This design comes from an exercise in tuning for small area, a short achievable clock period and few clock cycles on the open sky130 flow, not from production work. In this exercise RTL edits were held to simulation tests only and were not proved equivalent to the original. No activity file was given, so power comes from the tool's default toggle rates.

<file path="design/flow/design.v">
module ct_rom (
    input  logic [7:0] addr,
    output logic [7:0] dout,
    output logic [7:0] len,
    output logic [7:0] last
);
  logic [7:0] rom[256];
  initial $readmemh("ct.hex", rom);
  assign dout = rom[addr];
  assign len  = rom[0];
  assign last = rom[73];
endmodule
module decrypt (
    input logic rst_n,
    input logic clk,
    input logic [23:0] key,
    input  logic [7:0] debug_addr,
    output logic [7:0] debug_data,
    output logic done
);
  localparam int PT_LEN = 74;
  typedef enum logic [2:0] {
    INIT,
    KSA,
    TRANS,
    PRGA,
    FIN,
    DONE
  } phase_t;
  phase_t phase;
  logic init;
  logic [23:0] kr;   
  logic [7:0] cnt;   
  logic [1:0] m3;   
  logic [7:0] kreg;   
  logic [7:0] qs, qc;   
  logic init_f;   
  logic [7:0] ai;   
  logic pad_vld;   
  logic [27:0] ge;   
  logic [31:0] tc;   
  logic [7:0] Rs[256];   
  logic [7:0] Rd[256];   
  logic [7:0] P[1:PT_LEN-1];
  logic [7:0] dd;
  logic [7:0] a, r1, b, pad, ct_shift, ct_last, ct_len;
  logic [7:0] ai_d;
  logic [31:0] ce_d;
  logic [255:0] dec, tdec;
  assign init = init_f;
  assign a = Rs[0];
  assign r1 = Rs[1];
  sum_and8 dec_e (
      .g(ge),
      .l(dec)
  );
  logic [27:0] gt;
  sum_pd8 pd_t (
      .c(tc),
      .g(gt)
  );
  sum_and8 dec_t (
      .g(gt),
      .l(tdec)
  );
  logic [7:0] s1, c1, s2, c2, qs_d, qc_d, s3a, c3a, s3b, c3b;
  logic [31:0] ce_a, ce_b, ce_init, ce_trans;
  csa8 u_c1 (.x(qs), .y(qc), .z(a), .s(s1), .c(c1));
  csa8 u_c2 (.x(s1), .y(c1), .z(kreg), .s(s2), .c(c2));
  always_comb begin
    if (init) begin
      qs_d = key[23:16];
      qc_d = 8'hFF;
    end else if (phase == TRANS) begin
      qs_d = 8'd254;   
      qc_d = 8'd0;
    end else begin
      qs_d = s2;
      qc_d = c2;
    end
  end
  csa8 u_c3a (.x(qs_d), .y(qc_d), .z(a), .s(s3a), .c(c3a));
  csa8 u_c3b (.x(qs_d), .y(qc_d), .z(r1), .s(s3b), .c(c3b));
  sum_pre8 pre_a (.x(s3a), .y(c3a), .c(ce_a));
  sum_pre8 pre_b (.x(s3b), .y(c3b), .c(ce_b));
  sum_pre8 pre_i (.x(key[23:16]), .y(8'hFF), .c(ce_init));
  sum_pre8 pre_t (.x(8'd255), .y(8'd0), .c(ce_trans));
  always_comb begin
    if (init) ce_d = ce_init;
    else if (phase == KSA && cnt == 8'd255) ce_d = ce_trans;
    else ce_d = dec[0] ? ce_a : ce_b;
  end
  logic [27:0] ge_d;
  logic [31:0] tc_d;
  sum_pd8 pd_e (
      .c(ce_d),
      .g(ge_d)
  );
  sum_pre8 pre_tc (
      .x(ai_d),
      .y(b),
      .c(tc_d)
  );
  always_ff @(posedge clk or negedge rst_n) begin
    if (~rst_n) ge <= '0;
    else ge <= ge_d;
  end
  always_ff @(posedge clk) tc <= tc_d;
  logic [255:0] sel_b;
  logic [7:0][255:0] d_lane;
  always_comb begin
    for (int p = 0; p < 256; p++) begin
      sel_b[p] = dec[(p+255)%256];
      for (int l = 0; l < 8; l++) d_lane[l][p] = Rs[p][l];
    end
  end
  for (genvar l = 0; l < 8; l++) begin : g_rd
    or_sel256 u_b (.s(sel_b), .d(d_lane[l]), .y(b[l]));
    or_sel256 u_t (.s(tdec),  .d(d_lane[l]), .y(pad[l]));
  end
  always_ff @(posedge clk or negedge rst_n) begin
    if (~rst_n) begin
      phase <= INIT;
      cnt <= 0;
      pad_vld <= 0;
      done <= 0;
    end else begin
      pad_vld <= 0;
      case (phase)
        INIT: begin
          phase <= KSA;
          cnt <= 0;
        end
        KSA: begin
          cnt <= cnt + 8'd1;
          if (cnt == 8'd255) phase <= TRANS;
        end
        TRANS: begin
          phase <= PRGA;
          cnt <= 8'd1;
        end
        PRGA: begin
          cnt <= cnt + 8'd1;
          pad_vld <= 1;
          if (cnt == 8'(PT_LEN - 1)) phase <= FIN;
        end
        FIN: begin
          phase <= DONE;
          done <= 1;
        end
        default: ;
      endcase
    end
  end
  always_ff @(posedge clk) kr <= key;
  always_ff @(posedge clk or negedge rst_n) begin
    if (~rst_n) init_f <= 1'b1;
    else init_f <= 1'b0;
  end
  always_ff @(posedge clk) begin
    logic [1:0] m;
    m = init ? 2'd1 : (m3 == 2'd2) ? 2'd0 : m3 + 2'd1;
    m3 <= m;
    if (init) kreg <= key[15:8] - 8'd1;
    else if (phase == KSA && cnt != 8'd255)
      case (m)
        2'd0: kreg <= kr[23:16] - 8'd1;
        2'd1: kreg <= kr[15:8] - 8'd1;
        default: kreg <= kr[7:0] - 8'd1;
      endcase
    else kreg <= 8'hFF;
  end
  assign ai_d = a + ~cnt;
  always_ff @(posedge clk) begin
    qs <= qs_d;
    qc <= qc_d;
    ai <= ai_d;
  end
  for (genvar p = 0; p < 255; p++) begin : g_ring
    logic sel, nsel;
    assign sel = dec[p];
    nsel_gate u_sel (
        .d(dec[p]),
        .init(init),
        .nsel(nsel)
    );
    for (genvar l = 0; l < 8; l++) begin : g_lane
      if (((p >> l) & 1) == 1) begin : g_f1
        ao221 u_d (
            .a1(sel), .a2(a[l]),
            .b1(nsel), .b2(Rs[p+1][l]),
            .c(init),
            .y(Rd[p][l])
        );
      end else begin : g_f0
        ao22 u_d (
            .a1(sel), .a2(a[l]),
            .b1(nsel), .b2(Rs[p+1][l]),
            .y(Rd[p][l])
        );
      end
    end
  end
  assign Rd[255] = b | {8{init}};
  always_ff @(posedge clk) begin
    for (int p = 0; p < 256; p++) Rs[p] <= Rd[p];
  end
  ct_rom ct_rom_i (
      .addr(8'(cnt - 8'd2)),
      .dout(ct_shift),
      .len(ct_len),
      .last(ct_last)
  );
  logic [7:0] Pd[1:PT_LEN-1];
  always_comb begin
    for (int k = 1; k < PT_LEN - 2; k++) Pd[k] = P[k+1];
    Pd[PT_LEN-2] = P[PT_LEN-1] ^ ct_shift;
    Pd[PT_LEN-1] = pad;
  end
  logic shift_n;
  assign shift_n = ~pad_vld;
  for (genvar k = 1; k < PT_LEN; k++) begin : g_pt
    for (genvar l = 0; l < 8; l++) begin : g_lane
      logic pd;
      ao22 u_h (
          .a1(pad_vld), .a2(Pd[k][l]),
          .b1(shift_n), .b2(P[k][l]),
          .y(pd)
      );
      always_ff @(posedge clk) P[k][l] <= pd;
    end
  end
  always_ff @(posedge clk) begin
    if (debug_addr == 8'd0) dd <= ct_len;
    else if (debug_addr == 8'(PT_LEN - 1)) dd <= P[PT_LEN-1] ^ ct_last;
    else if (debug_addr < 8'(PT_LEN)) dd <= P[debug_addr];
    else dd <= 8'hFF;
  end
  assign debug_data = dd;
endmodule
module csa8 (
    input  logic [7:0] x,
    input  logic [7:0] y,
    input  logic [7:0] z,
    output logic [7:0] s,
    output logic [7:0] c
);
  assign s = x ^ y ^ z;
  assign c = {(x[6:0] & y[6:0]) | (x[6:0] & z[6:0]) | (y[6:0] & z[6:0]), 1'b0};
endmodule
module sum_pre8 (
    input  logic [7:0] x,
    input  logic [7:0] y,
    output logic [31:0] c
);
  sum_chk8 chk (
      .h(x ^ y),
      .g(x & y),
      .p(x | y),
      .c(c)
  );
endmodule
module sum_chk8 (
    input  logic [7:0] h,
    input  logic [7:0] g,
    input  logic [7:0] p,
    output logic [31:0] c
);
  always_comb begin
    c[3:0] = {h[0], h[0], ~h[0], ~h[0]};
    for (int i = 1; i < 8; i++) begin
      c[4*i+0] = ~(h[i] ^ p[i-1]);
      c[4*i+1] = ~(h[i] ^ g[i-1]);
      c[4*i+2] = h[i] ^ p[i-1];
      c[4*i+3] = h[i] ^ g[i-1];
    end
  end
endmodule
module sum_pd8 (
    input  logic [31:0] c,
    output logic [27:0] g
);
  always_comb begin
    for (int v = 0; v < 4; v++) g[v] = c[{v[0], 1'b0}] & c[4+v];
    for (int v = 0; v < 8; v++) begin
      g[4+v]  = c[8+v[1:0]] & c[12+v[2:1]];
      g[12+v] = c[16+v[1:0]] & c[20+v[2:1]];
      g[20+v] = c[24+v[1:0]] & c[28+v[2:1]];
    end
  end
endmodule
module sum_and8 (
    input  logic [27:0] g,
    output logic [255:0] l
);
  always_comb begin
    for (int k = 0; k < 256; k++) begin
      logic [7:0] kk;
      kk = 8'(k);
      l[k] = g[kk[1:0]] & g[4+kk[3:1]] & g[12+kk[5:3]] & g[20+kk[7:5]];
    end
  end
endmodule
module or_sel256 (
    input logic [255:0] s,
    input logic [255:0] d,
    output logic y
);
  logic [15:0] grp;
  for (genvar g = 0; g < 16; g++) begin : g_grp
    or_sel16 u_g (
        .s(s[16*g+:16]),
        .d(d[16*g+:16]),
        .y(grp[g])
    );
  end
  or16 u_or (
      .x(grp),
      .y(y)
  );
endmodule
module or_sel16 (
    input logic [15:0] s,
    input logic [15:0] d,
    output logic y
);
  assign y = |(s & d);
endmodule
module or16 (
    input  logic [15:0] x,
    output logic y
);
  assign y = |x;
endmodule
module nsel_gate (
    input  logic d,
    input  logic init,
    output logic nsel
);
  assign nsel = ~(d | init);
endmodule
module ao22 (
    input  logic a1,
    input  logic a2,
    input  logic b1,
    input  logic b2,
    output logic y
);
  assign y = (a1 & a2) | (b1 & b2);
endmodule
module ao221 (
    input  logic a1,
    input  logic a2,
    input  logic b1,
    input  logic b2,
    input  logic c,
    output logic y
);
  assign y = (a1 & a2) | (b1 & b2) | c;
endmodule
</file>
<file path="design/flow/ct.hex">
49
A7
FD
08
01
84
45
68
85
82
5C
85
97
43
4D
E7
07
25
0F
9A
EC
C2
6A
4E
A7
49
E0
EB
71
BC
AC
C7
D7
57
E9
E2
B1
1B
09
52
33
92
C1
B7
E8
4C
A1
D8
57
2F
FA
B8
72
B9
3A
FC
01
C3
E5
18
32
DF
BB
06
32
2E
4A
01
63
10
10
16
B5
D8
00
00
00
00
00
00
00
00
00
00
00
00
00
00
00
00
00
00
00
00
00
00
00
00
00
00
00
00
00
00
00
00
00
00
00
00
00
00
00
00
00
00
00
00
00
00
00
00
00
00
00
00
00
00
00
00
00
00
00
00
00
00
00
00
00
00
00
00
00
00
00
00
00
00
00
00
00
00
00
00
00
00
00
00
00
00
00
00
00
00
00
00
00
00
00
00
00
00
00
00
00
00
00
00
00
00
00
00
00
00
00
00
00
00
00
00
00
00
00
00
00
00
00
00
00
00
00
00
00
00
00
00
00
00
00
00
00
00
00
00
00
00
00
00
00
00
00
00
00
00
00
00
00
00
00
00
00
00
00
00
00
00
00
00
00
00
00
00
00
00
00
00
00
00
00
00
00
00
00
00
00
00
</file>
<file path="design/flow/flow/run.sh">
#!/bin/bash
# Standard layout, with two changes. After the standard synthesis, the cells
# of the state ring's write muxes and select gates, and the read trees'
# a221oi cells (tiny modules that Yosys's ABC maps one at a time, and so sizes
# up for an assumed heavy load) are set back to their smallest drive strength;
# the placer's repair sizes up any that need it. The read trees' group
# outputs, which drive wires across the ring, are set to drive strength 2.
# Timing repair aims at a
# 3.5 ns period (the clock stays at 10 ns).
set -euo pipefail
RES=orfs/results/${FLOW_PLATFORM}/decrypt/base
bash standard.sh synth > synth.log 2>&1
python3 flow/downsize.py $RES/1_2_yosys.v > downsize.log 2>&1
bash standard.sh SETUP_SLACK_MARGIN=6.5 TNS_END_PERCENT=10 > layout.log 2>&1
</file>
<file path="design/flow/flow/downsize.py">
"""Set the state ring's write-mux cells, the select gates that feed only
them, and the read trees' first-level a221oi cells to drive strength 1 in a
Yosys netlist (rewritten in place); and set the read trees' group outputs
(nand4 cells that drive a nor4, across the ring) to drive strength 2.

The ring's muxes are the cells that drive the D pin of an Rs[..] register.
Usage: downsize.py NETLIST"""
import re
import sys

path = sys.argv[1]
text = open(path).read()
inst_re = re.compile(r"^  (sky130_fd_sc_hd__\w+) (\S+)\s*\((.*?)\n  \);", re.M | re.S)
pin_re = re.compile(r"\.(\w+)\(([^()]*?)\s*\)")
OUT_PINS = {"X", "Y", "Q", "Q_N", "HI", "LO", "COUT", "SUM"}

cells = []
for m in inst_re.finditer(text):
    pins = {p: n.strip() for p, n in pin_re.findall(m.group(3))}
    cells.append([m.group(1), m.group(2), pins, m.start(1), m.end(1)])
driver = {}
loads = {}
for i, (typ, name, pins, _, _) in enumerate(cells):
    for p, n in pins.items():
        if p in OUT_PINS:
            driver[n] = i
        else:
            loads.setdefault(n, []).append(i)

small = {}
mux = set()
for typ, name, pins, _, _ in cells:
    if name.startswith("\\Rs[") and "D" in pins:
        d = driver.get(pins["D"])
        if d is not None and re.search(r"__a221?oi?_\d+$", cells[d][0]):
            mux.add(d)
sel = set()
for i in mux:
    for p in ("A1", "A2", "B1", "B2"):
        d = driver.get(cells[i][2][p])
        if d is not None and all(x in mux for x in loads[cells[i][2][p]]):
            sel.add(d)

trees = set(i for i, c in enumerate(cells) if re.search(r"__a221oi_[24]$", c[0]))

count = {}
edits = []
for i in mux | sel | trees:
    typ = cells[i][0]
    base, drive = typ.rsplit("_", 1)
    if drive != "1" and re.search(r"__(a221?oi?|nor2b?|and2b?|nand2b?)$", base):
        edits.append((cells[i][3], cells[i][4], base + "_1"))
        count[typ] = count.get(typ, 0) + 1
for i, (typ, name, pins, _, _) in enumerate(cells):
    if typ == "sky130_fd_sc_hd__nand4_1":
        out = pins.get("Y")
        if out and any(cells[x][0].startswith("sky130_fd_sc_hd__nor4_") for x in loads.get(out, [])):
            edits.append((cells[i][3], cells[i][4], "sky130_fd_sc_hd__nand4_2"))
            count["nand4_1 up"] = count.get("nand4_1 up", 0) + 1
for s, e, new in sorted(edits, reverse=True):
    text = text[:s] + new + text[e:]
open(path, "w").write(text)
print(f"{len(mux)} ring muxes, {len(sel)} select gates; downsized: {count}")
</file>
<file path="design/flow/standard.sh">
#!/bin/bash
# synth_recipe.tcl (not shown) runs the flow's synth.tcl, then flattens the netlist and writes it again
# the make line also repeats each setting of config.mk as NAME=value (left out here)
make -C /OpenROAD-flow-scripts/flow DESIGN_CONFIG=/design/flow/config.mk WORK_HOME=/design/flow/orfs CLKGATE_MAP_FILE= SYNTH_SCRIPT=/design/flow/synth_recipe.tcl "${@:-finish}"
</file>
<file path="design/flow/config.mk">
export PLATFORM = sky130hd
export DESIGN_NAME = decrypt
export DESIGN_NICKNAME = decrypt
export VERILOG_FILES = /design/flow/design.v
export SDC_FILE = /design/flow/constraint.sdc
export NUM_CORES = 4
export LEC_CHECK = 0
export CAP_MARGIN = 40
export CORE_MARGIN = 2
export CORE_UTILIZATION = 35
export CTS_CLUSTER_DIAMETER = 80
export CTS_CLUSTER_SIZE = 22
export PLACE_DENSITY = 0.6
export SETUP_SLACK_MARGIN = 5
export SLEW_MARGIN = 60
export SYNTH_HIERARCHICAL = 1
</file>
<file path="design/flow/constraint.sdc">
create_clock -name core_clock -period 10.0 [get_ports {clk}]
set_input_delay 2.0000 -clock core_clock [delete_from_list [all_inputs] [get_ports {clk}]]
set_output_delay 2.0000 -clock core_clock [all_outputs]
set_load 0.01 [all_outputs]
</file>
==> impl_metrics.tcl, run 1 <==
set metrics [dict create \
    syn_to_final_growth_pct 15.05 \
    final_cell_mix "dfxtp_1 (2694), a22o_1 (2661), a221o_1 (1018)" \
    path_cells "and2_2 -> buf_6 -> and4_1 -> a22o_1 -> a221oi_1 -> nand4_2 -> nor4_4 -> buf_2 -> nand4_1 -> a22o_1" \
    end_kind "flip-flop" \
    crit_family "simple AND/OR/NAND/NOR gates" \
    drive_gt1_share_pct 17.19 \
    die_x_um 591.3 \
    crit_path_max_incr_delay_ns 0.45 \
    finalWirelength_um 578700 \
    slew_headroom_pct 55.24 \
    regToRegEndpoint "P[73][1]" \
    grt_overflow_total 0 \
    grtUsageTotal_pct 31.38 \
    grt_max_degree 108 \
    cts_sinks 2762 \
    io_pins 43 \
    p_total_mw 26.67 \
    critPathLaunch "tc[0]" \
    period_share_pct 37.33 \
    drcViolationCount 0 \
    setup_viol_count_final 0 \
    cts_tree "done" \
    finalClockSkew_ns 0.06400 \
    die_h_um 591.3 \
    layout_commonest_cell "dfxtp_1" \
    p_leak_nw 50.49 \
    worst_path_max_delay_cell "and4_1" \
    slew_viol_final 0 \
    critPathCapture "P[73][1]" \
    worst-endpoint-arrival_ns 4.58 \
    yosys_warnings 35 \
    ant_nets 0 \
    rows 215 \
    first_iter_violations 17030 \
    grt_setup_unrepaired "true" \
    grt_pass1_vias 106900 \
    r2r_start "tc[0]" \
    worst-path-buf-inv 2 \
    cts_buffers 169 \
    vdd_drop_max_mv 0.1756 \
    p_per_area_nw_per_um2 192.0 \
    drt-wirelength-per-cell_um 37.42 \
    fillCellCount 32360 \
    syn_inst 10500 \
    min-delay-path-class "reg -> reg" \
    clk_latency_ns 0.97 \
    status "finished clean" \
    hold_violations 0 \
    grt_pass1_wl_um 810000 \
    dp_hpwl_um 388100 \
    vias 113600 \
    fmax_mhz 267.9 \
    rr_worst_depth 10 \
    antenna_found_initial 39 \
    cts-root-buf "clkbuf_16" \
    cts_max_level 4 \
    startpoint_type "flip-flop" \
    required_ns 10.85 \
    nNetsFinal 10950 \
    cp_num_cells 10 \
    critPathKind "reg -> reg" \
    synthesis.area_um2 120700 \
    initial_utilization_pct 35.19 \
    drv_cap 0 \
    routed_via_density 7.345 \
    rrSetupSlack_ns 6.27 \
    tightest_slew_ns 0.6714 \
    die-area_um2 349600 \
    core_um2 343000 \
    dr.pass1.iters 7 \
    postSynthAreaPerCell_um2 11.50 \
    clock_path_buffers 4 \
    clk_pin_slew_worst_paths_ns 0.09 \
    portBuffers 42 \
    period_needed_ns 3.733 \
    utilization_pct 40.49 \
    path_common_cell "a22o_1" \
    critPathMaxFanout 41 \
    gp_congestion 1.003 \
]
metrics by stage:
| stage | instances | area (µm²) | setup TNS [ns] | hold slack [ns] | setup slack, ns |
|---|---|---|---|---|---|
| 2_1_floorplan | 10550 | 120900 | -2273.25 | 0.4321 | -3.893 |
| 3_3_place_gp | 14970 | 126700 | 0 | 0.4618 | 4.389 |
| 3_5_place_dp | 15060 | 129200 | 0 | 0.4596 | 4.685 |
| 4_1_cts | 15380 | 136900 | 0 | 0.4621 | 6.376 |
| 5_1_grt | 15440 | 138800 | 0 | 0.4823 | 6.322 |
| 6_report | 15470 | 138900 | 0 | 0.4685 | 6.267 |
how the worst min path moves through the flow:
stage / from / to / slack (ns) / depth (start not counted)
finish: done / done / 0.47 / 1
global placement: done / done / 0.46 / 1
floorplan: P[1][5] / dd[5] / 0.43 / 2
detailed placement: done / done / 0.46 / 1
global route: P[10][1] / P[9][1] / 0.48 / 1
CTS: Rs[232][3] / Rs[231][3] / 0.46 / 1
cell type report:
cell class              count  area, µm²  share of cell area, %
inverters                 148      578.1                 0.4163
clock buffers             192       4459                  3.211
well taps                4557       5702                  4.106
clock inverters            71      840.8                 0.6055
diodes                     27      67.56                0.04865
multi-input cells        7265      66260                  47.71
flip-flops and latches   2762      55630                  40.06
repair buffers            443       5330                  3.838
flip-flops by register name, summed over array words and instances (netlist names), 3 cells and up:
name and cells:
Rs 2048, P 584, tc 30, ge 28, kr 24, cnt 8
dd 8, kreg 8, qc 8, qs 8, phase 3
metal layers:
metal	global-route usage [%]	part of all wire [%]	up-vias
met5	0	0.028	-
met4	17.18	6.6	20
met3	8.718	11	1743
met2	46.70	42	7960
met1	40.95	40	57210
li1	-	-	46660
where the power goes:
part	internal, mW	switching, mW
combinational	2.19	4.41
sequential	11.6	0.759
clock	3.42	4.32
what timing repair did:
action,4_1_cts,5_1_grt
pin swaps,63,73
resized for setup,457,259
hold buffers,0,0
gates cloned,10,5
buffers inserted,50,28
setup endpoints to repair,147,137
Testbench counts, summed over its fixed seeds: cycles 7,968.
==> run 2: changes to the inputs <==
--- a/design/flow/config.mk
+++ b/design/flow/config.mk
@@ -7,10 +7,10 @@
 export LEC_CHECK = 0
 export CAP_MARGIN = 40
 export CORE_MARGIN = 2
-export CORE_UTILIZATION = 35
+export CORE_UTILIZATION = 45
 export CTS_CLUSTER_DIAMETER = 80
 export CTS_CLUSTER_SIZE = 22
-export PLACE_DENSITY = 0.6
+export PLACE_DENSITY = 0.65
 export SETUP_SLACK_MARGIN = 5
 export SLEW_MARGIN = 60
 export SYNTH_HIERARCHICAL = 1
==> run 2 against run 1 <==
Critical path depth is 2 higher. Global-route usage is 7.6 points higher. Utilization is 11 points higher. Count of clock-buffer cells in the layout is 7 lower. Maximum frequency is 0.10% lower. Clock skew is 0.014 ns lower. Register-to-register slack hardly changed. Hold slack worse by 0.0048 ns. First-iteration DRC count is 5.3% higher.
==> impl_metrics.tcl, run 2 <==
set metrics [dict create \
    status "finished clean" \
    cts_sinks 2762 \
    fillCellCount 23290 \
    syn_inst 10500 \
    worst-endpoint-arrival_ns 4.53 \
    rows 190 \
    min-delay-path-class "reg -> reg" \
    initial_utilization_pct 45.13 \
    largest_reg_flops 2048 \
    critPathMaxFanout 12 \
    grt_setup_unrepaired "true" \
    p_total_mw 26.58 \
    crit_path_max_incr_delay_ns 0.42 \
    io_pins 43 \
    drv_cap 0 \
    gp_congestion 1.066 \
    cts_max_level 4 \
    die_x_um 521.9 \
    placed_cell_area_um2 127500 \
    postSynthAreaPerCell_um2 11.50 \
    drcViolationCount 0 \
    core_um2 267400 \
    nNetsFinal 10920 \
    hold_ws_ns 0.4637 \
    finalClockSkew_ns 0.05030 \
    grt_pass1_vias 105700 \
    grtUsageTotal_pct 38.97 \
    top_regs "Rs x2048, P x584, tc x30" \
    critPathKind "reg -> reg" \
    clock_path_buffers 4 \
    clk_pin_slew_worst_paths_ns 0.09 \
    finalWirelength_um 562500 \
    drt-wirelength-per-cell_um 38.95 \
    fmax_mhz 267.6 \
    vdd_drop_max_mv 0.1628 \
    first_iter_violations 17930 \
    worst-path-buf-inv 4 \
    slew_headroom_pct 55.27 \
    yosys_warnings 35 \
    period_needed_ns 3.736 \
    cts_buffers 167 \
    regMostFlops "Rs" \
    slew_viol_final 0 \
    ant_nets 0 \
    routed_via_density 7.861 \
    antenna_found_initial 37 \
    synthesis.area_um2 120700 \
    grt_max_degree 133 \
    dr.pass1.iters 8 \
    vias 113500 \
    final_cell_mix "dfxtp_1 (2707), a22o_1 (2660), a221o_1 (1018)" \
    dp_hpwl_um 377100 \
    path_cells "and2_4 -> buf_8 -> buf_12 -> buf_16 -> and4_4 -> a22o_1 -> a221oi_1 -> nand4_2 -> nor4_4 -> buf_2 -> nand4_1 -> a22o_1" \
    syn_to_final_growth_pct 14.55 \
    die_h_um 521.9 \
    clk_latency_ns 0.93 \
    grt_overflow_total 0 \
    required_ns 10.79 \
    layout_commonest_cell "dfxtp_1" \
    path_common_cell "a22o_1" \
    grt_pass1_wl_um 786100 \
    ff_latch_area_um2 55600 \
    cts_tree "done" \
    end_kind "flip-flop" \
    cts-root-buf "clkbuf_16" \
    setup_viol_count_final 0 \
    fin_area_um2 138300 \
    drive_gt1_share_pct 17.66 \
    p_per_area_nw_per_um2 192.2 \
    hold_violations 0 \
    tightest_slew_ns 0.6709 \
    startpoint_type "flip-flop" \
    crit_family "simple AND/OR/NAND/NOR gates" \
    multiInputGateArea_um2 67220 \
    die-area_um2 272400 \
    period_share_pct 37.36 \
    portBuffers 42 \
    worst_path_max_delay_cell "nand4_2" \
    p_leak_nw 50.69 \
]
-- run 2: path summary, 6_finish.rpt --
kind,from,to,cells past startpoint,slack [ns]
worst max-delay path,tc[8],P[73][1],12,6.26
worst min-delay path,done,done,1,0.46
worst max register to register,tc[8],P[73][1],12,6.26
worst min register to register,done,done,1,0.46
max in group asynchronous,rst_n,ge[1],2,8.46
min in group asynchronous,rst_n,done,2,1.09
-- run 2: final cells by class --
class / count / share of cell area [%]
multi-input combinational: 7266 / 48.61
clock buffer: 185 / 3.200
tap: 3552 / 3.214
sequential: 2762 / 40.21
inverter: 148 / 0.4163
clock inverter: 70 / 0.6298
timing repair buffer: 418 / 3.643
antenna: 39 / 0.07058
-- run 2: through the flow --
stage                     setup TNS (ns)  setup WS, ns  instances  util [%]
final                                  0         6.264      14440     51.70
after global routing                   0         6.362      14410     51.67
after CTS                              0         6.416      14340     50.81
after detailed placement               0         4.915      14030     47.66
after global placement                 0         4.398      13970     46.85
after floorplan                 -2273.25        -3.893      10550         -
-- run 2: per-layer routing --
layer  vias to the layer above  part of all wire (%)  global-route usage [%]
met2                      8223                    42                   57.73
met3                      1770                    11                   9.154
met1                     56900                    39                   51.33
met4                        10                   7.2                   23.64
li1                      46610                     -                       -
met5                         -                 0.013                       0
-- run 2: power by group --
part	switching, mW	total (mW)	internal [mW]
Sequential	0.707	12.3	11.6
Combinational	4.42	6.60	2.19
Clock	4.16	7.69	3.53
Total	9.29	26.6	17.3
-- run 2: repair_timing --
action                                  in CTS  in global routing
hold buffers                                 0                  0
hold endpoints to repair                     0                  0
gates resized for setup                    596                253
endpoints found under the setup margin      91                100
gates cloned                                 6                 10
pin swaps                                  107                100
setup buffers                               49                 31
==> run 3: changes to the inputs <==
==> design/flow/config.mk (replaced) <==
export PLATFORM = sky130hd
export DESIGN_NAME = decrypt
export DESIGN_NICKNAME = decrypt
export VERILOG_FILES = /design/flow/design.v
export SDC_FILE = /design/flow/constraint.sdc
export NUM_CORES = 4
export LEC_CHECK = 0
export CAP_MARGIN = 20
export CORE_MARGIN = 2
export CORE_UTILIZATION = 45
export CTS_CLUSTER_DIAMETER = 80
export CTS_CLUSTER_SIZE = 22
export PLACE_DENSITY = 0.65
export SETUP_SLACK_MARGIN = 5
export SLEW_MARGIN = 40
export SYNTH_HIERARCHICAL = 1
==> run 3 against run 2 <==
Still clean. Cell count decreased by 0.14%. Via count increased by 0.70%. Cell area decreased by 0.50%. Critical path depth decreased by 2. Global-route usage increased by 0.62 points. Count of clock-buffer cells in the layout increased by 9. Combinational power increased by 4.7%. First-iteration DRC count decreased by 2.4%. Die area unchanged. Largest power group unchanged.
==> impl_metrics.tcl, run 3 <==
set metrics [dict create \
    status "finished clean" \
    ff_latch_area_um2 55600 \
    portBuffers 42 \
    period_share_pct 38.11 \
    io_pins 43 \
    top_regs "Rs x2048, P x584, tc x30" \
    clk_latency_ns 0.94 \
    grt_max_degree 197 \
    nNetsFinal 10890 \
    period_needed_ns 3.811 \
    worst_path_max_delay_cell "a221oi_1" \
    slew_headroom_pct 30.47 \
    dp_slack_ns 4.416 \
    fin_ws_ns 6.189 \
    largest_reg_flops 2048 \
    gp_congestion 1.066 \
    multiInputGateArea_um2 67000 \
    vias 114300 \
    worst-path-buf-inv 3 \
    grt_setup_unrepaired "true" \
    clk_pin_slew_worst_paths_ns 0.09 \
    slew_viol_final 0 \
    regMostFlops "Rs" \
    first_iter_violations 17500 \
    worst-endpoint-arrival_ns 4.62 \
    cts_buffers 168 \
    rrSetupSlack_ns 6.19 \
    crit_path_max_incr_delay_ns 0.64 \
    vdd_drop_max_mv 0.1556 \
    utilization_pct 51.44 \
    drv_cap 0 \
    grt_pass1_vias 106200 \
    tightest_slew_ns 1.043 \
    drive_gt1_share_pct 15.69 \
    core_um2 267400 \
    p_leak_nw 50.45 \
    initial_utilization_pct 45.13 \
    routed_via_density 7.927 \
    clock_path_buffers 4 \
    cts_hold_buf 0 \
    cts_tree "done" \
    grt_pass1_wl_um 796200 \
    syn_to_final_growth_pct 13.98 \
    critPathKind "reg -> reg" \
    postSynthAreaPerCell_um2 11.50 \
    drcViolationCount 0 \
    drt-wirelength-per-cell_um 39.64 \
    hold_violations 0 \
    finalWirelength_um 571600 \
    fillCellCount 23400 \
    grt_overflow_total 0 \
    layout_commonest_cell "dfxtp_1" \
    die_x_um 521.9 \
    crit_family "simple AND/OR/NAND/NOR gates" \
    setup_viol_count_final 0 \
    rows 190 \
    required_ns 10.81 \
    dr.pass1.iters 9 \
    grtUsageTotal_pct 39.59 \
    cts_max_level 4 \
    die_h_um 521.9 \
    p_per_area_nw_per_um2 196.2 \
    critPathMaxFanout 22 \
    cts-root-buf "clkbuf_16" \
    path_cells "and2_4 -> buf_12 -> buf_16 -> and4_1 -> a221oi_1 -> nand4_2 -> nor4_1 -> buf_4 -> nand4_1 -> a22o_1" \
    finalClockSkew_ns 0.04959 \
    final_cell_mix "dfxtp_1 (2707), a22o_1 (2661), a221o_1 (1018)" \
    syn_inst 10500 \
    end_kind "flip-flop" \
    die-area_um2 272400 \
    cts_sinks 2762 \
    dp_hpwl_um 371700 \
    min-delay-path-class "reg -> reg" \
    yosys_warnings 35 \
    synthesis.area_um2 120700 \
    fmax_mhz 262.4 \
    startpoint_type "flip-flop" \
    antenna_found_initial 50 \
    ant_nets 0 \
]
run 3: final timing paths:
check	depth (start not counted)	end	start
worst max register to register	10	P[73][2]	tc[0]
worst min-delay path	1	done	done
min in group asynchronous	2	done	rst_n
worst min register to register	1	done	done
max in group asynchronous	2	ge[1]	rst_n
worst max-delay path	10	P[73][2]	tc[0]
run 3: metal layers:
metal  GRT usage (%)  wire [µm]  vias up
li1                -          -    46620
met3           10.16      65290     1965
met2           57.96     240200     8505
met5               0         87        -
met4           26.12      44700       10
met1           51.40     221300    57210
run 3: cell type report:
cell class                 instances  area share (%)
multi-input combinational       7272           48.70
sequential                      2762           40.42
clock buffer                     194           3.316
timing repair buffer             378           3.239
tap                             3552           3.230
clock inverter                    65          0.5930
inverter                         148          0.4184
antenna                           49         0.08913
run 3: stage by stage:
stage | hold WS [ns] | instances | power [mW] | instance area, µm² | TNS, ns
after CTS | 0.4740 | 14330 | 26.24 | 135900 | 0
final | 0.4694 | 14420 | 26.99 | 137600 | 0
after detailed placement | 0.4548 | 13970 | 17.94 | 125500 | 0
after global placement | 0.4461 | 13970 | 17.80 | 125300 | 0
after global routing | 0.4951 | 14380 | 27.51 | 137500 | 0
after floorplan | 0.4321 | 10550 | 15.47 | 120900 | -2273.25
run 3: where the power goes:
group | internal [mW] | switching (mW)
registers | 11.6 | 0.731
clock network | 3.56 | 4.21
logic | 2.31 | 4.60
total | 17.4 | 9.54
run 3: timing repair:
action / in CTS / in global routing
buffers inserted: 77 / 31
cloned: 18 / 11
gates resized for setup: 949 / 236
pin swaps: 128 / 71
setup endpoints to repair: 621 / 337

[port drivers added, routing unchanged]
In the flow no input, the clock included, has a driving cell. The finished layouts below were timed again as built, in two steps. Step 1, drivers: a clkbuf_16 drives clk and a buf_2 each remaining input, both assumed. Step 2 moves the port delays by t, midway between the first and last clock arrival at a register: inputs arrive t later, outputs are due t later. That takes back most of the time a late clock gives input paths. Slacks: ideal / step 1 / step 2; pairs: ideal / step 1.
run | t, ns | slack for setup (ns) | clock arrival spread, ns
run 1 | 1.050 | 6.267 / 6.267 / 5.408 | 0.070 / 0.070
run 2 | 1.013 | 6.264 / 6.264 / 5.549 | 0.054 / 0.054
run 3 | 1.019 | 6.189 / 6.189 / 5.436 | 0.050 / 0.050
After both steps every run listed still meets setup and hold. For run 1, which loses most, drivers alone change the setup slack by 0.000 ns; drivers and shift together by -0.859 ns.
